Source: an optimization exercise on an open RTL-to-GDS flow (aim: small area and a short achievable clock period). Production flows keep margins and buffers that such runs may drop. RTL that was checked went through simulation tests only; none was proved equivalent to the original. For run 4, only the layout was checked, not whether the RTL still works. Power figures rest on the tool's default switching activity, not on a simulated workload.

==> flow/flow/run.sh <==
#!/bin/bash
# Standard ORFS layout, except that synthesis skips the adder-extraction step
# (ADDER_MAP_FILE empty), so that ABC maps the whole datapath itself.
# Registers, their names and cell types are those of the standard synthesis.
set -euo pipefail
EXTRA="SETUP_SLACK_MARGIN=8"
bash standard.sh ADDER_MAP_FILE= $EXTRA synth > synth.log 2>&1
bash standard.sh ADDER_MAP_FILE= $EXTRA > layout.log 2>&1
==> flow/standard.sh <==
#!/bin/bash
# synth_recipe.tcl (not shown) runs the flow's synth.tcl, then flattens the netlist and writes it again
# the make line also repeats each setting of config.mk as NAME=value (left out here)
make -C /OpenROAD-flow-scripts/flow DESIGN_CONFIG=/design/flow/config.mk WORK_HOME=/design/flow/orfs CLKGATE_MAP_FILE= SYNTH_SCRIPT=/design/flow/synth_recipe.tcl "${@:-finish}"
==> flow/config.mk <==
export PLATFORM = sky130hd
export DESIGN_NAME = video_uut
export DESIGN_NICKNAME = video_uut
export VERILOG_FILES = /design/flow/design.v
export SDC_FILE = /design/flow/constraint.sdc
export NUM_CORES = 4
export LEC_CHECK = 0
export ABC_AREA = 1
export CAP_MARGIN = 20
export CORE_MARGIN = 2
export CORE_UTILIZATION = 60
export PLACE_DENSITY_LB_ADDON = 0.2
export SETUP_SLACK_MARGIN = 5
export SLEW_MARGIN = 20
==> flow/constraint.sdc <==
create_clock -name core_clock -period 12.0 [get_ports {clk_i}]
set_input_delay 2.4000 -clock core_clock [delete_from_list [all_inputs] [get_ports {clk_i}]]
set_output_delay 2.4000 -clock core_clock [all_outputs]
set_load 0.01 [all_outputs]
==> flow/design.v <==
module video_uut (
    input  wire         clk_i           , 
    input  wire         cen_i           , 
    input  wire         rst_i           , 
    input  wire         vid_sel_i       , 
    input  wire [23:0]  vid_rgb_i       , 
    input  wire [1:0]   vh_blank_i      , 
    input  wire [2:0]   dvh_sync_i      , 
    output wire [2:0]   dvh_sync_o      , 
    output wire [23:0]  vid_rgb_o         
);
localparam NF = 12;
localparam O  = 7;           
reg         HD, VD;
reg  [11:0] X, Y;            
reg  [5:0]  xm, ym;          
reg         xin, yin;        
reg         xdot, ydot;      
reg  [2:0]  gid;  reg gneg; reg [4:0] gmag;
reg  [1:0]  yid;  reg yneg; reg [4:0] ymag;
reg  [10:0] sxr [0:NF-1];
reg  [10:0] syr [0:NF-1];
reg  [2:0]  sync_q;
reg r7, r6, g7, g6, g5, g4, g31, g20, b7, b6;    
wire HR = ~HD &  vh_blank_i[0];
wire HF =  HD & ~vh_blank_i[0];
wire VF =  VD & ~vh_blank_i[1];
function ge;                 
    input [11:0] a, b;
    integer i;
    reg r;
    begin
        r = 1'b1;
        for (i = 0; i < 12; i = i + 1) r = (a[i] & ~b[i]) | ((a[i] | ~b[i]) & r);
        ge = r;
    end
endfunction
function [11:0] add;         
    input [11:0] a, b;
    input ci;
    integer i;
    reg c;
    begin
        c = ci;
        for (i = 0; i < 12; i = i + 1) begin
            add[i] = a[i] ^ b[i] ^ c;
            c = (a[i] & b[i]) | (a[i] & c) | (b[i] & c);
        end
    end
endfunction
function [11:0] sub;         
    input [11:0] a, b;
    sub = add(a, ~b, 1'b1);
endfunction
function [11:0] inc;         
    input [11:0] a;
    integer i;
    reg c;
    begin
        c = 1'b1;
        for (i = 0; i < 12; i = i + 1) begin
            inc[i] = a[i] ^ c;
            c = a[i] & c;
        end
    end
endfunction
function slt7;               
    input [6:0] a, b;
    slt7 = ~ge({5'd0, ~a[6], a[5:0]}, {5'd0, ~b[6], b[5:0]});
endfunction
function stored;             
    input integer j;
    stored = (j < 8);
endfunction
reg [10:0] sx [0:NF-1];
reg [10:0] sy [0:NF-1];
integer k;
reg dk, db;
always @* begin
    for (k = 0; k < NF; k = k + 1) begin
        sx[k] = sxr[k];
        sy[k] = syr[k];
    end
    sy[1]  = {syr[1][10:1], 1'b0};
    sy[3]  = {syr[3][10:1], 1'b0};
    sy[5]  = {syr[5][10:1], 1'b0};
    sy[7]  = {syr[7][10:3], syr[7][1], syr[7][1], 1'b0};
    for (k = 0; k < 4; k = k + 1) begin
        db = ge(sy[k], 360);
        dk = db ? ge(sx[k], 503) : ge(sx[k], 640);
        sx[k+8] = add(sx[k], db ? (dk ? 12'd1545 : 12'd1417) : (dk ? 12'd1408 : 12'd1280), 1'b0);
        sy[k+8] = add(sy[k], db ? ((k == 3 && sy[3][1]) ? 12'd1686 : 12'd1688) : 12'd720, 1'b0);
    end
end
function [4:0] wtest;
    input [11:0] v;
    input [7:0]  vm1;        
    input [10:0] s;
    reg [4:0] t;
    begin
        t = sub({8'd0, v[3:0]}, {8'd0, s[3:0]});
        wtest = {(t[3:0] != 4'd15) && (t[4] ? (vm1 == {1'b0, s[10:4]}) : (v[11:4] == {1'b0, s[10:4]})), t[3:0]};
    end
endfunction
wire [11:0] Xm1f = sub({4'd0, X[11:4]}, 12'd1);
wire [11:0] Ym1f = sub({4'd0, Y[11:4]}, 12'd1);
wire [7:0] Xm1 = Xm1f[7:0];
wire [7:0] Ym1 = Ym1f[7:0];
reg  snow;
reg [4:0] wx, wy;
always @* begin
    snow = 1'b0;
    for (k = 0; k < NF; k = k + 1) begin
        wx = wtest(X, Xm1, sx[k]);
        wy = wtest(Y, Ym1, sy[k]);
        if (wx[4] && wy[4] &&
            (wx[3:0] == 4'd6 || wx[3:0] == 4'd7 || wx[3:0] == 4'd8 ||
             wy[3:0] == 4'd6 || wy[3:0] == 4'd7 || wy[3:0] == 4'd8 ||
             wx[3:0] == wy[3:0] || add({8'd0, wx[3:0]}, {8'd0, wy[3:0]}, 1'b0) == 12'd14))
            snow = 1'b1;
    end
end
wire border = (~ge(Y, 15+O)) || (ge(Y, 1065+O)) || (~ge(X, 15+O)) || (ge(X, 1905+O)) ||
              ((ge(X, 25+O)) && (~ge(X, 1895+O)) && (ge(Y, 25+O)) && (~ge(Y, 1055+O)) &&
               !((ge(X, 30+O)) && (~ge(X, 1890+O)) && (ge(Y, 30+O)) && (~ge(Y, 1050+O))));
function wall2;    
    input [11:0] v; input [11:0] a;
    wall2 = (ge(v, a) && ~ge(v, a + 16)) || (ge(v, a + 36) && ~ge(v, a + 52));
endfunction
function wall2r;   
    input [11:0] v; input [11:0] b;
    wall2r = (ge(v, b - 16) && ~ge(v, b)) || (ge(v, b - 52) && ~ge(v, b - 36));
endfunction
wire ly   = (ge(Y, 315+O)) && (~ge(Y, 765+O));
wire yt   = wall2(Y, 315+O);
wire ym2  = wall2(Y, 540+O);
wire yb   = wall2r(Y, 765+O);
wire yup  = (ge(Y, 331+O)) && (~ge(Y, 540+O));
wire ydn  = (ge(Y, 556+O)) && (~ge(Y, 765+O));
wire ystb = (ge(Y, 331+O)) && (~ge(Y, 375+O));
wire letR  = ly && ( wall2(X, 200+O) || ((yt || ym2) && ge(X, 200+O) && ~ge(X, 550+O)) ||
                     (wall2r(X, 550+O) && (yup || ydn)) );
wire letO  = ly && ( wall2(X, 630+O) || wall2r(X, 980+O) ||
                     ((yt || yb) && ge(X, 646+O) && ~ge(X, 964+O)) );
wire letS1 = ly && ( (wall2(X, 1060+O) && yup) || (yt && ge(X, 1076+O) && ~ge(X, 1394+O)) ||
                     (wall2r(X, 1410+O) && (ystb || ydn)) || (ym2 && ge(X, 1060+O) && ~ge(X, 1410+O)) ||
                     (yb && ge(X, 1060+O) && ~ge(X, 1394+O)) );
wire letS2 = ly && ( (wall2(X, 1490+O) && yup) || (yt && ge(X, 1506+O) && ~ge(X, 1824+O)) ||
                     (wall2r(X, 1840+O) && (ystb || ydn)) || (ym2 && ge(X, 1490+O) && ~ge(X, 1840+O)) ||
                     (yb && ge(X, 1490+O) && ~ge(X, 1824+O)) );
wire maze = border | letR | letO | letS1 | letS2;
wire dot = xdot && ydot;
wire gon = ((gid != 3'd0) && (gid != 3'd3 || !ge({7'd0, gmag}, 21))) && (yid == 2'd1);
reg [4:0] glim;
reg gbody, geye, gpup;
always @* begin
    glim = 5'd0;
    if (ymag == 5'd6) glim = 5'd19;
    if (ymag == 5'd7) glim = 5'd19;
    if (ymag == 5'd8) glim = 5'd19;
    if (ymag == 5'd9) glim = 5'd19;
    if (ymag == 5'd10) glim = 5'd19;
    if (ymag == 5'd11) glim = 5'd19;
    if (ymag == 5'd12) glim = 5'd18;
    if (ymag == 5'd13) glim = 5'd18;
    if (ymag == 5'd14) glim = 5'd17;
    if (ymag == 5'd15) glim = 5'd17;
    if (ymag == 5'd16) glim = 5'd16;
    if (ymag == 5'd17) glim = 5'd15;
    if (ymag == 5'd18) glim = 5'd15;
    if (ymag == 5'd19) glim = 5'd14;
    if (ymag == 5'd20) glim = 5'd13;
    if (ymag == 5'd21) glim = 5'd11;
    if (ymag == 5'd22) glim = 5'd10;
    if (ymag == 5'd23) glim = 5'd8;
    if (ymag == 5'd24) glim = 5'd6;
    if (yneg && ge({7'd0, ymag}, 25)) gbody = 1'b0;
    else if (yneg && ge({7'd0, ymag}, 6)) gbody = ge({7'd0, glim}, {7'd0, gmag});
    else if (yneg || !ge({7'd0, ymag}, 20)) gbody = 1'b1;
    else if (gneg ? ge(4, {7'd0, gmag}) : ge(3, {7'd0, gmag})) gbody = !ge({7'd0, ymag}, 25);
    else if (gneg ? ge(12, {7'd0, gmag}) : ge(11, {7'd0, gmag})) gbody = !ge({7'd0, ymag}, 24);
    else if (gneg ? ge(20, {7'd0, gmag}) : ge(19, {7'd0, gmag})) gbody = !ge({7'd0, ymag}, 22);
    else gbody = 1'b0;
    geye = ge({7'd0, gmag}, 6) && ge(12, {7'd0, gmag}) && yneg && ge({7'd0, ymag}, 4) && ge(10, {7'd0, ymag});
    gpup = ge({7'd0, gmag}, 8) && ge(10, {7'd0, gmag}) && yneg && ge({7'd0, ymag}, 6) && ge(8, {7'd0, ymag});
end
reg [4:0] pl, pr;
always @* begin
    pl = 5'd0; pr = 5'd0;
    if (ymag == 5'd0) begin pl = 5'd29; pr = 5'd0; end
    if (ymag == 5'd1) begin pl = 5'd29; pr = 5'd1; end
    if (ymag == 5'd2) begin pl = 5'd29; pr = 5'd2; end
    if (ymag == 5'd3) begin pl = 5'd29; pr = 5'd4; end
    if (ymag == 5'd4) begin pl = 5'd29; pr = 5'd5; end
    if (ymag == 5'd5) begin pl = 5'd29; pr = 5'd7; end
    if (ymag == 5'd6) begin pl = 5'd29; pr = 5'd8; end
    if (ymag == 5'd7) begin pl = 5'd29; pr = 5'd9; end
    if (ymag == 5'd8) begin pl = 5'd28; pr = 5'd11; end
    if (ymag == 5'd9) begin pl = 5'd28; pr = 5'd12; end
    if (ymag == 5'd10) begin pl = 5'd28; pr = 5'd14; end
    if (ymag == 5'd11) begin pl = 5'd27; pr = 5'd15; end
    if (ymag == 5'd12) begin pl = 5'd27; pr = 5'd17; end
    if (ymag == 5'd13) begin pl = 5'd27; pr = 5'd18; end
    if (ymag == 5'd14) begin pl = 5'd26; pr = 5'd19; end
    if (ymag == 5'd15) begin pl = 5'd25; pr = 5'd21; end
    if (ymag == 5'd16) begin pl = 5'd25; pr = 5'd22; end
    if (ymag == 5'd17) begin pl = 5'd24; pr = 5'd24; end
    if (ymag == 5'd18) begin pl = 5'd23; pr = 5'd23; end
    if (ymag == 5'd19) begin pl = 5'd23; pr = 5'd23; end
    if (ymag == 5'd20) begin pl = 5'd22; pr = 5'd22; end
    if (ymag == 5'd21) begin pl = 5'd21; pr = 5'd21; end
    if (ymag == 5'd22) begin pl = 5'd20; pr = 5'd20; end
    if (ymag == 5'd23) begin pl = 5'd19; pr = 5'd19; end
    if (ymag == 5'd24) begin pl = 5'd17; pr = 5'd17; end
    if (ymag == 5'd25) begin pl = 5'd16; pr = 5'd16; end
    if (ymag == 5'd26) begin pl = 5'd14; pr = 5'd14; end
    if (ymag == 5'd27) begin pl = 5'd13; pr = 5'd13; end
    if (ymag == 5'd28) begin pl = 5'd10; pr = 5'd10; end
    if (ymag == 5'd29) begin pl = 5'd7; pr = 5'd7; end
end
wire pac = (gid == 3'd3) && (yid == 2'd2) && (gneg ? ge({7'd0, pl}, {7'd0, gmag}) : ge({7'd0, pr}, {7'd0, gmag}));
localparam C_BLK=0, C_WHT=1, C_MAZ=2, C_BLU=3, C_ORG=4, C_RED=5, C_GRN=6, C_PNK=7, C_GBL=9, C_PUR=11, C_YEL=12;
reg [3:0] col;
always @* begin
    col = C_BLK;
    if (dot && !maze) col = C_WHT;
    if (border) col = C_MAZ;
    if (letR)  col = C_BLU;
    if (letO)  col = C_ORG;
    if (letS1) col = C_RED;
    if (letS2) col = C_GRN;
    if (gon && (gbody || geye) && !gpup) begin
        if (geye) col = C_WHT;
        else case (gid)
            3'd1: col = C_PNK;
            3'd2: col = C_RED;
            3'd3: col = C_GBL;
            3'd4: col = C_GRN;
            default: col = C_PUR;
        endcase
    end
    if (pac)  col = C_YEL;
    if (snow) col = C_WHT;
end
wire [23:0] rgb =
    col == C_WHT ? 24'hFFFFFF : col == C_MAZ ? 24'h004080 : col == C_BLU ? 24'h0000FF :
    col == C_ORG ? 24'hFFA500 : col == C_RED ? 24'hFF0000 : col == C_GRN ? 24'h00FF00 :
    col == C_PNK ? 24'hFFB0FF : col == C_GBL ? 24'h0080FF : col == C_PUR ? 24'h8000FF :
    col == C_YEL ? 24'hFFFF00 : 24'h000000;
wire [11:0] Xi = inc(X), Yi = inc(Y);
wire [11:0] xmi = inc({6'd0, xm}), ymi = inc({6'd0, ym});
wire Xend = X == 2047+O, Yend = Y == 2047+O;
reg  [11:0] syn [0:NF-1];
reg  [11:0] sxn [0:NF-1];
reg         wrap [0:NF-1];
integer j;
always @* begin
    for (j = 0; j < NF; j = j + 1) begin
        wrap[j] = ge(sy[j], 1080 - ((j % 8) + 1));
        syn[j]  = add(sy[j], (j % 8) + 1, 1'b0);
        sxn[j]  = ge(sx[j], 1783) ? add(sx[j], 265, 1'b0) : add(sx[j], 137, 1'b0);
    end
end
reg [2:0] gid_n; reg gneg_n; reg [4:0] gmag_n;
reg [1:0] yid_n; reg yneg_n; reg [4:0] ymag_n;
reg xin_n, yin_n;
wire [11:0] gmag_i = inc({7'd0, gmag}), ymag_i = inc({7'd0, ymag});
wire [11:0] gmag_d = sub({7'd0, gmag}, 12'd1), ymag_d = sub({7'd0, ymag}, 12'd1);
always @* begin
    gid_n = gid; gneg_n = gneg; gmag_n = gmag;
    if (gid == 3'd0) begin
        gneg_n = 1'b1; gmag_n = 5'd20;
        if (X == 130+O-1) gid_n = 3'd1;
        if (X == 530+O-1) gid_n = 3'd2;
        if (X == 931+O-1) begin gid_n = 3'd3; gmag_n = 5'd29; end
        if (X == 1160+O-1) gid_n = 3'd4;
        if (X == 1630+O-1) gid_n = 3'd5;
    end else if (gneg) begin
        if (gmag == 5'd1) gneg_n = 1'b0;
        gmag_n = gmag_d[4:0];
    end else begin
        if (gmag == (gid == 3'd3 ? 5'd29 : 5'd20)) gid_n = 3'd0;
        gmag_n = gmag_i[4:0];
    end
    yid_n = yid; yneg_n = yneg; ymag_n = ymag;
    if (yid == 2'd0) begin
        yneg_n = 1'b1; ymag_n = 5'd25;
        if (Y == 125+O-1) yid_n = 2'd1;
        if (Y == 221+O-1) begin yid_n = 2'd2; ymag_n = 5'd29; end
    end else if (yneg) begin
        if (ymag == 5'd1) yneg_n = 1'b0;
        ymag_n = ymag_d[4:0];
    end else begin
        if (ymag == (yid == 2'd2 ? 5'd29 : 5'd25)) yid_n = 2'd0;
        ymag_n = ymag_i[4:0];
    end
    xin_n = (X == 80+O-1) ? 1'b1 : (X == 1840+O-1) ? 1'b0 : xin;
    yin_n = (Y == 80+O-1) ? 1'b1 : (Y == 1000+O-1) ? 1'b0 : yin;
end
wire [5:0] xm_n = (xm == 6'd49 || Xend) ? 6'd0 : xmi[5:0];
wire [5:0] ym_n = (ym == 6'd49 || Yend) ? 6'd0 : ymi[5:0];
always @(posedge clk_i) begin
    if (rst_i) begin
        HD <= 1'b0; VD <= 1'b0;
        X <= O; Y <= O; xm <= 6'd0; ym <= 6'd0;
        xin <= 1'b0; yin <= 1'b0; xdot <= 1'b0; ydot <= 1'b0;
        gid <= 3'd0; gneg <= 1'b0; gmag <= 5'd0;
        yid <= 2'd0; yneg <= 1'b0; ymag <= 5'd0;
        for (j = 0; j < NF; j = j + 1) if (stored(j)) begin
            sxr[j] <= (j * 160) % 1920;
            syr[j] <= (j * 90) % 1080;
        end
        {r7, r6, g7, g6, g5, g4, g31, g20, b7, b6} <= 10'd0;
        sync_q <= 3'd0;
    end else if (cen_i) begin
        HD <= vh_blank_i[0];
        VD <= vh_blank_i[1];
        if (HF || (!vh_blank_i[0] && Xend)) begin
            X <= O; xm <= 6'd0; xin <= 1'b0; xdot <= 1'b0; gid <= 3'd0;
        end else if (!vh_blank_i[0]) begin
            X <= Xi; xm <= xm_n; xin <= xin_n;
            xdot <= xin_n && ge({6'd0, xm_n}, 22) && !ge({6'd0, xm_n}, 28);
            gid <= gid_n; gneg <= gneg_n; gmag <= gmag_n;
        end
        if (VF) begin
            Y <= O; ym <= 6'd0; yin <= 1'b0; ydot <= 1'b0; yid <= 2'd0;
            for (j = 0; j < NF; j = j + 1) if (stored(j)) begin
                if (wrap[j]) begin
                    syr[j] <= 11'd0;
                    sxr[j] <= sxn[j][10:0];
                end else
                    syr[j] <= syn[j][10:0];
            end
        end else if (HR) begin
            if (Yend) begin
                Y <= O; ym <= 6'd0; yin <= 1'b0; ydot <= 1'b0; yid <= 2'd0;
            end else begin
                Y <= Yi; ym <= ym_n; yin <= yin_n;
                ydot <= yin_n && ge({6'd0, ym_n}, 22) && !ge({6'd0, ym_n}, 28);
                yid <= yid_n; yneg <= yneg_n; ymag <= ymag_n;
            end
        end
        r7 <= rgb[23]; r6 <= rgb[22]; g7 <= rgb[15]; g6 <= rgb[14]; g5 <= rgb[13];
        g4 <= rgb[12]; g31 <= rgb[11]; g20 <= rgb[10]; b7 <= rgb[7]; b6 <= rgb[6];
        sync_q <= dvh_sync_i;
    end
end
assign dvh_sync_o = sync_q;
assign vid_rgb_o  = {r7, {7{r6}}, g7, g6, g5, g4, g31, g20, g31, g20, b7, {7{b6}}};
endmodule
==> flow_metrics.py, run 1 <==
metrics = {
    "outcome": {
        "outcome": "no timing/DRC/antenna violations",
    },
    "synth": {
        "yosysWarnings": 8,
        "ys_ff_latch": 243,
        "async_flop_share_pct": 0,
        "synth_ff_type": "dfxtp_1",
        "syn_area_um2": 25140,
        "ys_types": 70,
        "ys_seq_area_share_pct": 19.35,
        "syn_nets": 4587,
        "synth_cells": 4554,
        "synth_area_leaders": "nand2_1, dfxtp_1, nor2_1",
        "avgSynthCellArea_um2": 5.521,
        "synth_edf_count": 0,
        "netlist.area_leader.share_pct": 21.53,
        "yosysTopAreaCell": "nand2_1",
    },
    "clock_network": {
        "clock_path_buffers": 3,
        "cts_tree": "built",
        "cts-htree-levels": 1,
        "cts_root_buf": "clkbuf_16",
        "clkSinkCount": 243,
        "clk-insertion-delay-late_ns": 0.60,
        "cts_buffers": 30,
        "path_clk_slew_ns": 0.06,
    },
    "pwr": {
        "vdd_drop_max_mv": 0.1092,
        "finalPower_uw": 2614,
        "powerDensity_nw_per_um2": 94.51,
        "leakage_uw": 0.01347,
    },
    "global_routing": {
        "overflow": 0,
        "antenna_found_initial": 1,
        "grtUsageTotal_pct": 39.16,
        "grt_pass1_vias": 26270,
        "grt_pass1_wl_um": 137700,
        "grt_max_degree": 69,
    },
    "route": {
        "drc": 0,
        "routed.top_layer": "met4",
        "wirelength_um": 88820,
        "wl_met1_um": 35360,
        "avgViaCountPerCell": 5.881,
        "antenna_left": 0,
        "met2_length_um": 37590,
        "via_count": 30050,
        "route.met3.wl_um": 10450,
        "dr.first_iter.drc_count": 3078,
        "wl_per_cell_um": 17.38,
        "dr.pass1.iters": 6,
    },
    "sta": {
        "slew_violations": 0,
        "post-route-worst-setup-slack_ns": 8.031,
        "tns_ns": 0,
        "hold_viol": 0,
        "period_share_pct": 33.08,
        "rsz0062_at_grt": "true",
        "relSlewSlack_pct": 41.79,
        "worstMarginPinSlew_ns": 0.8652,
        "skew_ns": 0.01641,
        "min_period_ns": 3.969,
        "setup_violations": 0,
        "fmax_ghz": 0.2519,
    },
    "worst_setup_path": {
        "required_ns": 9.60,
        "path_class": "register to primary output",
        "path_delay_family": "buffers and inverters",
        "critPathMaxFanout": 8,
        "worst_setup_path_start_kind": "register",
        "critPathSlowestCell": "clkdlybuf4s50_1",
        "crit_chain": "clkdlybuf4s50_1",
        "critPathMaxStageDelay_ns": 0.56,
        "cp.buffers_inverters": 1,
        "endpoint_kind": "primary output",
        "crit_arrival_ns": 1.57,
    },
    "die": {
        "die_h_um": 208.7,
        "io_pins": 60,
        "fp-row-count": 74,
        "core_um2": 41110,
        "start_util_pct": 61.16,
        "die_w_um": 208.7,
        "dieArea_um2": 43560,
    },
    "finish": {
        "fill_cells": 3979,
        "layout-area-overhead-vs-synth_pct": 9.983,
        "fin_cells": 5110,
        "nNetsFinal": 4586,
        "drive_gt1_share_pct": 9.355,
        "multi_input_area_um2": 17640,
        "seq_area_um2": 4881,
        "post-route-cell-area_um2": 27650,
    },
    "placed_design": {
        "place_congestion": 1.037,
        "io_buffer_count": 34,
        "dp_hpwl_um": 61520,
        "place_ws_ns": 5.717,
        "dp.cells": 4995,
        "placed_area_um2": 25580,
    },
    "run": {
        "timing.max_cap.violations": 0,
    },
    "worst_hold_path": {
        "min_path_type": "register to register",
    },
}
==> power breakdown <==
part | total [µW] | leakage (µW) | switching, µW | internal [µW]
Sequential | 850 | 0.00197 | 24.4 | 825
Clock | 935 | 0.000492 | 392 | 544
Combinational | 829 | 0.0110 | 566 | 262
==> cells in the mapped netlist (30+ instances only) <==
cell      instances
inv_2            34
dfxtp_1         243
xor2_1          140
nand4_1          87
nand2_2          50
nand3_1         359
o21ai_0         310
o22ai_1          30
nor3_1           82
inv_1           526
buf_2            40
clkbuf_1         65
nor2_1          545
xnor2_1          43
nand2_1        1442
o21ai_1          46
a21oi_1         171
buf_4            35
==> per-layer routing <==
| metal | global-route usage (%) | vias up |
|---|---|---|
| li1 | - | 14730 |
| met1 | 50.67 | 13350 |
| met2 | 61.34 | 1620 |
| met3 | 6.793 | 352 |
| met4 | 22.83 | 0 |
| met5 | 0 | - |
==> state kept, by name, summed over array words and instances, names as in the netlist, 2 cells and up <==
signal  flops
xm          6
syr        83
gid         3
Y          12
gmag        5
yid         2
ym          6
ymag        5
sxr        88
sync_q      3
X          12
==> cell usage in the layout, fill, tap and decap left out, types with 40 or more instances in the layout <==
cell     instances
buf_4           76
nand3_1        357
dfxtp_1        234
nand4_1         87
a21oi_1        171
nand2_2         66
o21ai_1         56
xor2_1         138
o21ai_0        297
inv_1          509
xnor2_1         40
nand2_1       1421
nor3_1          76
nor2_1         502
==> per-stage QoR <==
step / utilization, % / hold slack [ns]
floorplan: - / 0.4223
global placement: 62.22 / 0.4384
detailed placement: 62.22 / 0.4431
CTS: 65.78 / 0.4555
global route: 67.25 / 0.4641
finish: 67.27 / 0.4600
==> layout make-up <==
cell class	count	share of cell area, %
Clock buffer	41	3.118
Clock inverter	13	0.5022
Inverter	573	8.077
Antenna cell	3	0.02715
Tap cell	532	2.407
Sequential cell	243	17.65
Multi-Input combinational cell	3576	63.78
Timing Repair Buffer	129	4.434
==> final timing paths <==
check	from	to	slack, ns	cells after the start
max	r6$_SDFFE_PP0P_	vid_rgb_o[21]	8.03	1
min	sxr[0][6]$_SDFFE_PP0P_	sxr[0][6]$_SDFFE_PP0P_	0.46	1
max reg2reg	X[5]$_SDFFE_PP0P_	g5$_SDFFE_PP0P_	8.16	20
min reg2reg	sxr[0][6]$_SDFFE_PP0P_	sxr[0][6]$_SDFFE_PP0P_	0.46	1
==> kinds of logic (layout without fill, tap and decap cells) <==
group / after synthesis / after routing / share of synthesized area (%)
compound gates: 704 / 704 / 15.93
xor+xnor: 184 / 184 / 6.439
buf+inv: 735 / 756 / 12.09
flops: 243 / 243 / 19.35
other cells: 0 / 3 / 0
simple gates: 2688 / 2688 / 46.19
==> timing repair <==
item / in CTS / in global routing
pin swaps: 8 / 14
resized for setup: 61 / 133
buffers inserted: 28 / 28
endpoints found under the setup margin: 245 / 89
cloned: 2 / 0
hold buffers: 0 / 0
==> run 2: changes to the inputs <==
--- a/flow/config.mk
+++ b/flow/config.mk
@@ -10,5 +10,4 @@
 export CORE_MARGIN = 2
 export CORE_UTILIZATION = 60
-export PLACE_DENSITY_LB_ADDON = 0.2
 export SETUP_SLACK_MARGIN = 5
 export SLEW_MARGIN = 20
==> flow_metrics.py, run 2 <==
metrics = {
    "synth": {
        "ys_seq_area_share_pct": 19.35,
        "yosysTopAreaCell": "nand2_1",
        "async_flop_share_pct": 0,
        "synth_edf_count": 0,
        "synth_cells": 4554,
        "syn_area_um2": 25140,
        "synth_ff_type": "dfxtp_1",
        "syn_nets": 4587,
        "ys_types": 70,
        "yosysWarnings": 8,
        "yosys.cell_count.top_type": "nand2_1",
        "netlist.area_leader.share_pct": 21.53,
        "synth_area_leaders": "nand2_1, dfxtp_1, nor2_1",
        "avgSynthCellArea_um2": 5.521,
        "synth_commonest_cells": "nand2_1, nor2_1, inv_1, nand3_1, o21ai_0",
        "ys_ff_latch": 243,
    },
    "die": {
        "io_pins": 60,
        "die_h_um": 208.7,
        "core_um2": 41110,
        "dieArea_um2": 43560,
        "start_util_pct": 61.16,
        "fp-row-count": 74,
        "die_w_um": 208.7,
    },
    "pwr": {
        "powerDensity_nw_per_um2": 94.34,
        "leakage_uw": 0.01343,
        "vdd_drop_max_mv": 0.09747,
    },
    "route": {
        "avgViaCountPerCell": 5.840,
        "dr.first_iter.drc_count": 3449,
        "antenna_left": 0,
        "dr.pass1.iters": 6,
        "drc": 0,
        "wl_per_cell_um": 17.71,
        "via_count": 29900,
        "wirelength_um": 90690,
    },
    "worst_hold_path": {
        "min_path_type": "register to register",
    },
    "global_routing": {
        "antenna_found_initial": 4,
        "grtUsageTotal_pct": 40.21,
        "grt_max_degree": 64,
        "overflow": 0,
        "grt_pass1_vias": 26150,
        "grt_pass1_wl_um": 140300,
    },
    "outcome": {
        "outcome": "no timing/DRC/antenna violations",
    },
    "finish": {
        "layout-area-overhead-vs-synth_pct": 9.923,
        "drive_gt1_share_pct": 9.513,
        "final_common_cell": "nand2_1",
        "largest_reg_flops": 88,
        "top_regs": "sxr (88), syr (83)",
        "largest-register": "sxr",
        "final_cell_mix": "nand2_1, nor2_1, inv_1",
        "nNetsFinal": 4592,
    },
    "worst_setup_path": {
        "required_ns": 12.47,
        "critPathMaxFanout": 8,
        "endpoint_kind": "register",
        "path_class": "primary input to register",
        "worst_setup_path_start_kind": "primary input",
        "crit_arrival_ns": 4.43,
    },
    "placed_design": {
        "io_buffer_count": 34,
        "place_congestion": 1.010,
        "dp_hpwl_um": 62760,
    },
    "sta": {
        "period_share_pct": 33.01,
        "tns_ns": 0,
        "setup_violations": 0,
        "hold_ws_ns": 0.4595,
        "hold_viol": 0,
        "slew_violations": 0,
        "fmax_ghz": 0.2524,
        "relSlewSlack_pct": 37.60,
        "rsz0062_at_grt": "true",
        "skew_ns": 0.01549,
        "worstMarginPinSlew_ns": 0.9350,
        "min_period_ns": 3.962,
    },
    "run": {
        "timing.max_cap.violations": 0,
    },
    "clock_network": {
        "hold_buffers": 0,
        "cts_buffers": 31,
        "clock_path_buffers": 3,
        "cts_tree": "built",
        "clk-insertion-delay-late_ns": 0.62,
        "cts_root_buf": "clkbuf_16",
        "cts-htree-levels": 1,
        "path_clk_slew_ns": 0.07,
        "clkSinkCount": 243,
    },
}
==> run 2: layer usage <==
layer | share of wire (%) | vias to the layer above | track usage, % | wire length [µm]
li1 | - | 14730 | - | -
met5 | 0 | - | 0 | 0
met4 | 6.3 | 0 | 23.13 | 5746
met3 | 12 | 355 | 8.356 | 10820
met2 | 41 | 1555 | 60.47 | 37170
met1 | 41 | 13260 | 53.35 | 36960
==> run 2: cells by family (layout without fill, tap and decap cells) <==
| group | Yosys count | in the layout | synth area share [%] |
|---|---|---|---|
| xor+xnor | 184 | 184 | 6.439 |
| flops | 243 | 243 | 19.35 |
| other cells | 0 | 5 | 0 |
| buf+inv | 735 | 764 | 12.09 |
| simple gates | 2688 | 2688 | 46.19 |
| compound gates | 704 | 704 | 15.93 |
==> run 2: area by class of cell <==
type                       instances  area, µm²
timing repair buffer             134       1214
antenna                            5      12.51
clock inverter                    13      115.1
fill                            3971      13470
multi-input combinational       3576      17590
clock buffer                      44      894.6
inverter                         573       2266
tap                              532      665.6
sequential                       243       4882
==> run 2: repair_timing <==
| item | CTS | global route |
|---|---|---|
| setup endpoints to repair | 221 | 68 |
| pin swaps | 10 | 11 |
| buffers inserted | 42 | 20 |
| endpoints found under the hold margin | 0 | 0 |
| gates cloned | 2 | 0 |
| resized for setup | 67 | 115 |
==> run 2: path summary, 6_finish.rpt <==
path                     startpoint                endpoint  slack, ns  depth (start not counted)
max reg2reg      X[10]$_SDFFE_PP0P_        g31$_SDFFE_PP0P_       8.07                         23
max                           cen_i  syr[2][5]$_SDFFE_PP1P_       8.04                         19
min          sxr[1][6]$_SDFFE_PP0P_  sxr[1][6]$_SDFFE_PP0P_       0.46                          1
min reg2reg  sxr[1][6]$_SDFFE_PP0P_  sxr[1][6]$_SDFFE_PP0P_       0.46                          1
==> run 2: per-stage QoR <==
step | power (µW) | setup slack (ns) | std cells | area, µm² | util, %
after floorplan | 1443 | 7.960 | 4554 | 25210 | -
after global placement | 1627 | 6.038 | 4994 | 25570 | 62.20
after detailed placement | 1630 | 6.054 | 4994 | 25570 | 62.20
after CTS | 2574 | 7.984 | 5095 | 27150 | 66.05
after global routing | 2728 | 7.913 | 5115 | 27630 | 67.20
final | 2607 | 8.038 | 5120 | 27640 | 67.23
==> run 2: worst max-delay path, cell delays in order <==
cell and delay [ns]:
dlygate4sd2_1 0.24, buf_6 0.14, inv_12 0.08, nor2_4 0.04, buf_12 0.14, inv_8 0.09, buf_12 0.16, nor2_4 0.05
inv_2 0.07, nor2_4 0.04, inv_2 0.08, nor2_4 0.04, buf_4 0.13, buf_4 0.12, buf_4 0.13, buf_4 0.13
buf_4 0.13, xnor2_1 0.13, o21ai_0 0.08
==> run 2: where the power goes <==
group	total [µW]	switching [µW]	internal [µW]
registers	846	20.4	825
logic	814	560	254
clock network	948	409	539
total	2610	989	1620
==> run 3: changes to the inputs <==
--- a/flow/config.mk
+++ b/flow/config.mk
@@ -10,4 +10,5 @@
 export CORE_MARGIN = 2
 export CORE_UTILIZATION = 60
+export GPL_ROUTABILITY_DRIVEN = 0
 export SETUP_SLACK_MARGIN = 5
 export SLEW_MARGIN = 20
==> flow_metrics.py, run 3 <==
metrics = {
    "pwr": {
        "finalPower_uw": 2678,
        "powerDensity_nw_per_um2": 97.33,
        "vdd_drop_max_mv": 0.1086,
        "leakage_uw": 0.01344,
    },
    "sta": {
        "min_period_ns": 3.961,
        "tns_ns": 0,
        "worstMarginPinSlew_ns": 0.9486,
        "rsz0062_at_grt": "true",
        "fmax_ghz": 0.2524,
        "slew_violations": 0,
        "post-route-worst-setup-slack_ns": 8.039,
        "relSlewSlack_pct": 36.18,
        "skew_ns": 0.02591,
        "period_share_pct": 33.01,
        "hold_viol": 0,
        "setup_violations": 0,
    },
    "die": {
        "dieArea_um2": 43560,
        "die_w_um": 208.7,
        "core_um2": 41110,
        "io_pins": 60,
        "die_h_um": 208.7,
        "fp-row-count": 74,
        "start_util_pct": 61.16,
    },
    "worst_hold_path": {
        "whs_path_depth": 1,
        "hold_end": "sxr[0][6]$_SDFFE_PP0P_",
        "worstHoldStart": "sxr[0][6]$_SDFFE_PP0P_",
        "min_path_type": "register to register",
    },
    "worst_setup_path": {
        "endpoint_kind": "primary output",
        "critPathMaxStageDelay_ns": 0.56,
        "crit_chain": "clkdlybuf4s50_1",
        "worst_setup_path_start_kind": "register",
        "crit_arrival_ns": 1.56,
        "r2r-end": "g31$_SDFFE_PP0P_",
        "path_class": "register to primary output",
        "critPathSlowestCell": "clkdlybuf4s50_1",
        "cp.buffers_inverters": 1,
        "rr_startpoint": "Y[6]$_SDFFE_PP0P_",
        "rrSetupSlack_ns": 8.09,
        "required_ns": 9.60,
        "r2r_cells": 20,
        "critPathMaxFanout": 8,
        "path_delay_family": "buffers and inverters",
    },
    "global_routing": {
        "antenna_found_initial": 1,
        "grt_pass1_vias": 26400,
        "grt_pass1_wl_um": 140800,
        "grt_max_degree": 70,
        "grtUsageTotal_pct": 40.33,
        "overflow": 0,
    },
    "synth": {
        "ys_types": 70,
        "async_flop_share_pct": 0,
        "avgSynthCellArea_um2": 5.521,
        "synth_ff_type": "dfxtp_1",
        "ys_seq_area_share_pct": 19.35,
        "syn_nets": 4587,
        "yosysTopAreaCell": "nand2_1",
        "synth_cells": 4554,
        "ys_ff_latch": 243,
        "synth_edf_count": 0,
        "yosysWarnings": 8,
        "synth_area_leaders": "nand2_1, dfxtp_1, nor2_1",
        "syn_area_um2": 25140,
        "synth_commonest_cells": "nand2_1, nor2_1, inv_1, nand3_1, o21ai_0",
        "yosys.cell_count.top_type": "nand2_1",
        "netlist.area_leader.share_pct": 21.53,
    },
    "outcome": {
        "outcome": "no timing/DRC/antenna violations",
    },
    "clock_network": {
        "path_clk_slew_ns": 0.06,
        "cts_buffers": 31,
        "hold_buffers": 0,
        "clkSinkCount": 243,
        "cts-htree-levels": 1,
        "clock_path_buffers": 3,
        "cts_root_buf": "clkbuf_16",
        "clk-insertion-delay-late_ns": 0.64,
        "cts_tree": "built",
    },
    "placed_design": {
        "place_ws_ns": 6.020,
        "dp_hpwl_um": 62110,
        "io_buffer_count": 34,
        "placed_area_um2": 25530,
    },
    "route": {
        "dr.first_iter.drc_count": 3206,
        "antenna_left": 0,
        "drc": 0,
        "wirelength_um": 90260,
        "avgViaCountPerCell": 5.841,
        "via_count": 29790,
        "dr.pass1.iters": 10,
        "wl_per_cell_um": 17.70,
    },
    "run": {
        "timing.max_cap.violations": 0,
    },
    "finish": {
        "fill_cells": 4124,
        "final_common_cell": "nand2_1",
        "layout-area-overhead-vs-synth_pct": 9.420,
        "largest-register": "sxr",
        "drive_gt1_share_pct": 8.560,
        "top_regs": "sxr (88), syr (83)",
        "post-route-cell-area_um2": 27510,
        "largest_reg_flops": 88,
        "diodes": 0,
        "fin_util_pct": 66.92,
        "nNetsFinal": 4579,
        "final_cell_mix": "nand2_1, nor2_1, inv_1",
    },
}
-- run 3: cell counts after synthesis --
No cell type changed its count.
-- run 3: kinds of logic (layout without fill, tap and decap cells) --
logic type,Yosys count,in the layout,share of synthesized area [%]
DFF,243,243,19.35
and+or+nand+nor,2688,2688,46.19
AOI/OAI and AO/OA,704,704,15.93
xor gates and xnor gates,184,184,6.439
buffers and inverters,735,749,12.09
-- run 3: layer usage --
layer | vias to the layer above | global-route usage [%] | part of all wire, %
li1 | 14720 | - | -
met4 | 0 | 22.34 | 6.5
met5 | - | 0 | 0
met3 | 357 | 7.875 | 12
met1 | 13200 | 53.51 | 40
met2 | 1509 | 61.43 | 41
-- run 3: how the worst max path moves through the flow --
stage	from	end	slack, ns	cells past startpoint
2_1_floorplan	vh_blank_i[1]	syr[2][9]$_SDFFE_PP0P_	7.96	18
3_5_place_dp	cen_i	sxr[4][2]$_SDFFE_PP0P_	6.02	12
6_report	r6$_SDFFE_PP0P_	vid_rgb_o[19]	8.04	1
5_1_grt	vh_blank_i[0]	Y[9]$_SDFFE_PP0P_	7.95	9
4_1_cts	b6$_SDFFE_PP0P_	vid_rgb_o[3]	8.00	1
3_3_place_gp	cen_i	sxr[4][2]$_SDFFE_PP0P_	6.01	12
-- run 3: cell type report --
class | count | area (µm²) | share of cell area, %
multi-input cells | 3576 | 17520 | 63.67
repair buffers | 120 | 1110 | 4.034
flip-flops and latches | 243 | 4882 | 17.75
clock buffers | 42 | 857.1 | 3.115
inverters | 573 | 2255 | 8.195
repair inverters | 1 | 8.758 | 0.03184
clock inverters | 13 | 216.5 | 0.7868
well taps | 532 | 665.6 | 2.419
-- run 3: stage by stage --
stage          std cells  hold slack [ns]
3_5_place_dp        4989           0.4418
6_report            5100           0.4520
4_1_cts             5085           0.4484
2_1_floorplan       4554           0.4223
3_3_place_gp        4989           0.4402
5_1_grt             5100           0.4781
-- run 3: timing repair --
| item | 4_1_cts | 5_1_grt |
|---|---|---|
| endpoints found under the setup margin | 217 | 49 |
| cloned | 2 | 0 |
| pin swaps | 7 | 7 |
| setup buffers | 39 | 15 |
| resized for setup | 61 | 88 |
-- run 3: report_power, final --
part / leakage [µW] / internal (µW) / total [µW] / switching (µW)
registers: 0.00197 / 825 / 849 / 23.3
clock network: 0.000516 / 606 / 1010 / 406
logic: 0.0110 / 255 / 818 / 563
total: 0.0134 / 1690 / 2680 / 992
==> run 4: changes to the inputs <==
--- a/flow/design.v
+++ b/flow/design.v
@@ -19,6 +19,6 @@
 reg  [2:0]  gid;  reg gneg; reg [4:0] gmag;
 reg  [1:0]  yid;  reg yneg; reg [4:0] ymag;
-reg  [10:0] sxr [0:NF-1];
-reg  [10:0] syr [0:NF-1];
+wire [10:0] sxr [0:NF-1];     
+wire [10:0] syr [0:NF-1];
 reg  [2:0]  sync_q;
 reg r7, r6, g7, g6, g5, g4, g31, g20, b7, b6;    
@@ -300,4 +300,30 @@
 wire [5:0] xm_n = (xm == 6'd49 || Xend) ? 6'd0 : xmi[5:0];
 wire [5:0] ym_n = (ym == 6'd49 || Yend) ? 6'd0 : ymi[5:0];
+wire en_vf = cen_i & VF;
+video_uut_reg #(.W(11), .INIT(11'd0)) u_sx0 (.clk(clk_i), .rst(rst_i), .en(en_vf & wrap[0]), .d(sxn[0][10:0]), .q(sxr[0]));
+video_uut_reg #(.W(11), .INIT(11'd0)) u_sy0 (.clk(clk_i), .rst(rst_i), .en(en_vf), .d(wrap[0] ? 11'd0 : syn[0][10:0]), .q(syr[0]));
+video_uut_reg #(.W(11), .INIT(11'd160)) u_sx1 (.clk(clk_i), .rst(rst_i), .en(en_vf & wrap[1]), .d(sxn[1][10:0]), .q(sxr[1]));
+video_uut_reg #(.W(10), .INIT(10'd45)) u_sy1 (.clk(clk_i), .rst(rst_i), .en(en_vf), .d(wrap[1] ? 10'd0 : syn[1][10:1]), .q(syr[1][10:1]));
+assign syr[1][0] = 1'b0;
+video_uut_reg #(.W(11), .INIT(11'd320)) u_sx2 (.clk(clk_i), .rst(rst_i), .en(en_vf & wrap[2]), .d(sxn[2][10:0]), .q(sxr[2]));
+video_uut_reg #(.W(11), .INIT(11'd180)) u_sy2 (.clk(clk_i), .rst(rst_i), .en(en_vf), .d(wrap[2] ? 11'd0 : syn[2][10:0]), .q(syr[2]));
+video_uut_reg #(.W(11), .INIT(11'd480)) u_sx3 (.clk(clk_i), .rst(rst_i), .en(en_vf & wrap[3]), .d(sxn[3][10:0]), .q(sxr[3]));
+video_uut_reg #(.W(10), .INIT(10'd135)) u_sy3 (.clk(clk_i), .rst(rst_i), .en(en_vf), .d(wrap[3] ? 10'd0 : syn[3][10:1]), .q(syr[3][10:1]));
+assign syr[3][0] = 1'b0;
+video_uut_reg #(.W(11), .INIT(11'd640)) u_sx4 (.clk(clk_i), .rst(rst_i), .en(en_vf & wrap[4]), .d(sxn[4][10:0]), .q(sxr[4]));
+video_uut_reg #(.W(11), .INIT(11'd360)) u_sy4 (.clk(clk_i), .rst(rst_i), .en(en_vf), .d(wrap[4] ? 11'd0 : syn[4][10:0]), .q(syr[4]));
+video_uut_reg #(.W(11), .INIT(11'd800)) u_sx5 (.clk(clk_i), .rst(rst_i), .en(en_vf & wrap[5]), .d(sxn[5][10:0]), .q(sxr[5]));
+video_uut_reg #(.W(10), .INIT(10'd225)) u_sy5 (.clk(clk_i), .rst(rst_i), .en(en_vf), .d(wrap[5] ? 10'd0 : syn[5][10:1]), .q(syr[5][10:1]));
+assign syr[5][0] = 1'b0;
+video_uut_reg #(.W(11), .INIT(11'd960)) u_sx6 (.clk(clk_i), .rst(rst_i), .en(en_vf & wrap[6]), .d(sxn[6][10:0]), .q(sxr[6]));
+video_uut_reg #(.W(11), .INIT(11'd540)) u_sy6 (.clk(clk_i), .rst(rst_i), .en(en_vf), .d(wrap[6] ? 11'd0 : syn[6][10:0]), .q(syr[6]));
+video_uut_reg #(.W(11), .INIT(11'd1120)) u_sx7 (.clk(clk_i), .rst(rst_i), .en(en_vf & wrap[7]), .d(sxn[7][10:0]), .q(sxr[7]));
+video_uut_reg #(.W(9), .INIT(9'd157)) u_sy7 (.clk(clk_i), .rst(rst_i), .en(en_vf), .d(wrap[7] ? 9'd0 : {syn[7][10:3], syn[7][1]}), .q({syr[7][10:3], syr[7][1]}));
+assign syr[7][2] = syr[7][1];
+assign syr[7][0] = 1'b0;
+assign sxr[8] = 11'd0; assign syr[8] = 11'd0;    
+assign sxr[9] = 11'd0; assign syr[9] = 11'd0;    
+assign sxr[10] = 11'd0; assign syr[10] = 11'd0;    
+assign sxr[11] = 11'd0; assign syr[11] = 11'd0;    
 always @(posedge clk_i) begin
     if (rst_i) begin
@@ -307,8 +333,4 @@
         gid <= 3'd0; gneg <= 1'b0; gmag <= 5'd0;
         yid <= 2'd0; yneg <= 1'b0; ymag <= 5'd0;
-        for (j = 0; j < NF; j = j + 1) if (stored(j)) begin
-            sxr[j] <= (j * 160) % 1920;
-            syr[j] <= (j * 90) % 1080;
-        end
         {r7, r6, g7, g6, g5, g4, g31, g20, b7, b6} <= 10'd0;
         sync_q <= 3'd0;
@@ -325,11 +347,4 @@
         if (VF) begin
             Y <= O; ym <= 6'd0; yin <= 1'b0; ydot <= 1'b0; yid <= 2'd0;
-            for (j = 0; j < NF; j = j + 1) if (stored(j)) begin
-                if (wrap[j]) begin
-                    syr[j] <= 11'd0;
-                    sxr[j] <= sxn[j][10:0];
-                end else
-                    syr[j] <= syn[j][10:0];
-            end
         end else if (HR) begin
             if (Yend) begin
@@ -349,2 +364,17 @@
 assign vid_rgb_o  = {r7, {7{r6}}, g7, g6, g5, g4, g31, g20, g31, g20, b7, {7{b6}}};
 endmodule
+module video_uut_reg #(
+    parameter W = 1,
+    parameter [W-1:0] INIT = {W{1'b0}}
+) (
+    input  wire         clk,
+    input  wire         rst,
+    input  wire         en,
+    input  wire [W-1:0] d,
+    output reg  [W-1:0] q
+);
+always @(posedge clk) begin
+    if (rst) q <= INIT;
+    else if (en) q <= d;
+end
+endmodule
--- a/flow/flow/run.sh
+++ b/flow/flow/run.sh
@@ -4,5 +4,5 @@
 # Registers, their names and cell types are those of the standard synthesis.
 set -euo pipefail
-EXTRA="SETUP_SLACK_MARGIN=8"
+EXTRA="SETUP_SLACK_MARGIN=8.5"
 bash standard.sh ADDER_MAP_FILE= $EXTRA synth > synth.log 2>&1
 bash standard.sh ADDER_MAP_FILE= $EXTRA > layout.log 2>&1
--- a/flow/config.mk
+++ b/flow/config.mk
@@ -10,5 +10,5 @@
 export CORE_MARGIN = 2
 export CORE_UTILIZATION = 60
-export GPL_ROUTABILITY_DRIVEN = 0
 export SETUP_SLACK_MARGIN = 5
 export SLEW_MARGIN = 20
+export SYNTH_HIERARCHICAL = 1
==> flow_metrics.py, run 4 <==
metrics = {
    "route": {
        "wirelength_um": 101700,
        "routed.top_layer": "met5",
        "antenna_left": 0,
        "wl_met1_um": 39390,
        "drc": 0,
        "dr.pass1.iters": 9,
        "met2_length_um": 42430,
        "wl_per_cell_um": 17.24,
        "dr.first_iter.drc_count": 3823,
        "via_count": 33370,
        "avgViaCountPerCell": 5.656,
        "route.met3.wl_um": 12340,
    },
    "worst_setup_path": {
        "worst_setup_path_start_kind": "register",
        "critPathMaxStageDelay_ns": 0.36,
        "rrSetupSlack_ns": 8.38,
        "endpoint_kind": "register",
        "cpMostUsedCell": "nor2_4",
        "critPathSlowestCell": "dfxtp_4",
        "r2r_cells": 28,
        "worst_setup_path_startpoint": "Y[4]$_SDFFE_PP0P_",
        "critPathMaxFanout": 12,
        "cp.buffers_inverters": 6,
        "crit_end": "b7$_SDFFE_PP0P_",
        "path_depth": 28,
        "required_ns": 12.50,
        "rr_startpoint": "Y[4]$_SDFFE_PP0P_",
        "path_class": "register to register",
        "crit_arrival_ns": 4.13,
        "r2r-end": "b7$_SDFFE_PP0P_",
        "path_delay_family": "simple AND/OR/NAND/NOR gates",
    },
    "pwr": {
        "pwr-share-comb_pct": 37.2,
        "leakage_uw": 0.01624,
        "switchingPower_uw": 1261,
        "vdd_drop_max_mv": 0.1303,
        "p_clk_share_pct": 35.4,
        "netSwitchingFraction_pct": 39.27,
        "p_int_uw": 1951,
        "seqPwrFrac_pct": 27.4,
        "finalPower_uw": 3212,
        "powerDensity_nw_per_um2": 100.6,
    },
    "synth": {
        "syn_area_um2": 27670,
        "ys_types": 68,
        "yosysWarnings": 32,
        "yosys.cell_count.top_type": "nand2_1",
        "synth_area_leaders": "nand2_1, dfxtp_1, nor2_1",
        "synth_ff_type": "dfxtp_1",
        "synth_edf_count": 0,
        "ys_ff_latch": 243,
        "netlist.area_leader.share_pct": 23.59,
        "ys_seq_area_share_pct": 17.58,
        "syn_nets": 5237,
        "async_flop_share_pct": 0,
        "avgSynthCellArea_um2": 5.316,
        "synth_commonest_cells": "nand2_1, nor2_1, inv_1, nand3_1, o21ai_0",
        "yosysTopAreaCell": "nand2_1",
        "synth_cells": 5204,
    },
    "finish": {
        "drive_gt1_share_pct": 13.40,
        "final_common_cell": "nand2_1",
        "nNetsFinal": 5306,
        "seq_area_um2": 4967,
        "multi_input_area_um2": 19910,
        "post-route-cell-area_um2": 31920,
        "final_cell_mix": "nand2_1, nor2_1, inv_1",
        "fin_cells": 5899,
        "layout-area-overhead-vs-synth_pct": 15.37,
        "fill_cells": 4355,
        "top_regs": "X (12), Y (12)",
    },
    "clock_network": {
        "path_clk_slew_ns": 0.06,
        "cts_root_buf": "clkbuf_16",
        "cts_tree": "built",
        "clk-insertion-delay-late_ns": 0.63,
        "cts_buffers": 31,
        "cts-htree-levels": 1,
        "clkSinkCount": 243,
        "clock_path_buffers": 3,
    },
    "sta": {
        "min_period_ns": 3.624,
        "worstMarginPinSlew_ns": 0.7061,
        "rsz0062_at_grt": "true",
        "tns_ns": 0,
        "setup_violations": 0,
        "relSlewSlack_pct": 52.87,
        "period_share_pct": 30.20,
        "skew_ns": 0.01954,
        "hold_viol": 0,
        "slew_violations": 0,
        "fmax_ghz": 0.2760,
    },
    "global_routing": {
        "grtUsageTotal_pct": 39.61,
        "antenna_found_initial": 1,
        "grt_pass1_vias": 28750,
        "overflow": 0,
        "grt_max_degree": 75,
        "grt_pass1_wl_um": 150700,
    },
    "worst_hold_path": {
        "whs_path_depth": 2,
        "min_path_type": "register to register",
    },
    "die": {
        "die_h_um": 218.7,
        "die_w_um": 218.7,
        "start_util_pct": 60.83,
        "fp-row-count": 78,
        "core_um2": 45480,
        "dieArea_um2": 47840,
        "io_pins": 60,
    },
    "run": {
        "timing.max_cap.violations": 0,
    },
    "placed_design": {
        "dp_hpwl_um": 65370,
        "io_buffer_count": 34,
        "dp.cells": 5685,
        "placed_area_um2": 27790,
        "place_congestion": 0.9971,
    },
    "outcome": {
        "outcome": "no timing/DRC/antenna violations",
    },
}
[run 4: cell count changes in the layout (fill, tap and decap cells not counted), sizes merged, moves of 9 or more]
cell	previous run	this run
nor2	562	817
a21oi	172	117
xor2	141	158
clkdlybuf4s50	24	3
nand4	88	61
o21ai	362	297
inv	558	726
nand3	384	421
nor3	83	92
nand2	1506	1807
buf	86	208
[run 4: worst min-delay path by stage]
stage / endpoint / startpoint
after floorplan: u_sx2.q[8]$_SDFFE_PP1P_ / u_sx2.q[8]$_SDFFE_PP1P_
after global placement: u_sy4.q[5]$_SDFFE_PP1P_ / u_sy4.q[5]$_SDFFE_PP1P_
after detailed placement: u_sy4.q[5]$_SDFFE_PP1P_ / u_sy4.q[5]$_SDFFE_PP1P_
after CTS: g5$_SDFFE_PP0P_ / g5$_SDFFE_PP0P_
after global routing: g5$_SDFFE_PP0P_ / g5$_SDFFE_PP0P_
final: g7$_SDFFE_PP0P_ / g7$_SDFFE_PP0P_
[run 4: worst register-to-register path, delay by kind of cell, from the launching register on]
kind,cells,cell delay (ns)
compound gates,4,0.44
flops,1,0.36
buf+inv,6,0.64
simple gates,18,2.04
[run 4: cell families after synthesis]
| logic type | share of synthesized area (%) |
|---|---|
| buffers and inverters | 14.96 |
| and+or+nand+nor | 49.16 |
| AOI/OAI and AO/OA | 11.79 |
| DFF | 17.58 |
| xor gates and xnor gates | 6.513 |
[run 4: cell type report]
cell class              instances  share of cell area [%]
repair inverters                4                  0.1294
multi-input cells            4029                   62.38
clock inverters                19                   1.149
flip-flops and latches        243                   15.56
well taps                     600                   2.352
inverters                     746                   9.252
repair buffers                218                   6.519
diodes                          1                0.007840
clock buffers                  39                   2.650
[run 4: routing by layer]
layer	up-vias	GRT usage [%]
li1	16450	-
met5	-	0
met4	2	21.37
met3	428	7.878
met1	14750	50.76
met2	1739	62.45
[run 4: power by group through the flow]
stage | Clock, µW | Sequential, µW | Combinational [µW]
after CTS | 1140 | 874 | 1060
final | 1140 | 880 | 1200
after global routing | 1170 | 884 | 1310
after global placement | 0 | 889 | 985
after detailed placement | 0 | 889 | 996
after floorplan | 0 | 872 | 796
[run 4: stage by stage]
step	utilization, %	hold slack [ns]	setup WS [ns]
finish	70.18	0.4640	8.376
floorplan	-	0.4264	7.877
detailed placement	61.10	0.4528	5.754
CTS	66.71	0.4663	8.405
global placement	61.10	0.4405	5.809
global route	70.17	0.4812	8.211
[run 4: what timing repair did]
| action | in CTS | in global routing |
|---|---|---|
| setup buffers | 73 | 66 |
| resized for setup | 340 | 270 |
| hold buffers | 0 | 0 |
| gates cloned | 7 | 9 |
| pin swaps | 24 | 75 |
| setup endpoints to repair | 267 | 119 |

[separate check: timing with driven ports]
The results above use ideal ports. As a check the final layouts listed here were re-extracted and re-timed, cells and wires unchanged. Step 1 (the two cells are an assumption about what drives the block):
set clk [get_ports {clk_i}]
set_driving_cell -lib_cell sky130_fd_sc_hd__clkbuf_16 $clk
set_driving_cell -lib_cell sky130_fd_sc_hd__buf_2 [delete_from_list [all_inputs] $clk]
Step 2 adds t to the input delays and takes it off the output delays; t is the mean of the earliest and latest rising clock arrival at the registers after step 1. Input paths then give back, and output paths get back, about the clock's delay inside the block. a / b / c = ideal ports / drivers / drivers and shift; a / b = the first two.
run	t, ns	setup slack, ns	worst register clock-pin slew, ns	worst data-port slew with drivers (ns)	cell pins on the clock port's net
run 1	0.651	8.031 / 7.969 / 7.421	0.07 / 0.07	0.04	1
run 2	0.671	8.038 / 7.994 / 7.408	0.07 / 0.07	0.04	1
run 3	0.681	8.039 / 7.979 / 7.463	0.07 / 0.07	0.03	1
run 4	0.691	8.376 / 8.361 / 7.813	0.07 / 0.07	0.06	1
After both steps every run listed still meets setup and hold. For run 2, which loses most, drivers alone change the setup slack by -0.044 ns; drivers and shift together by -0.630 ns.
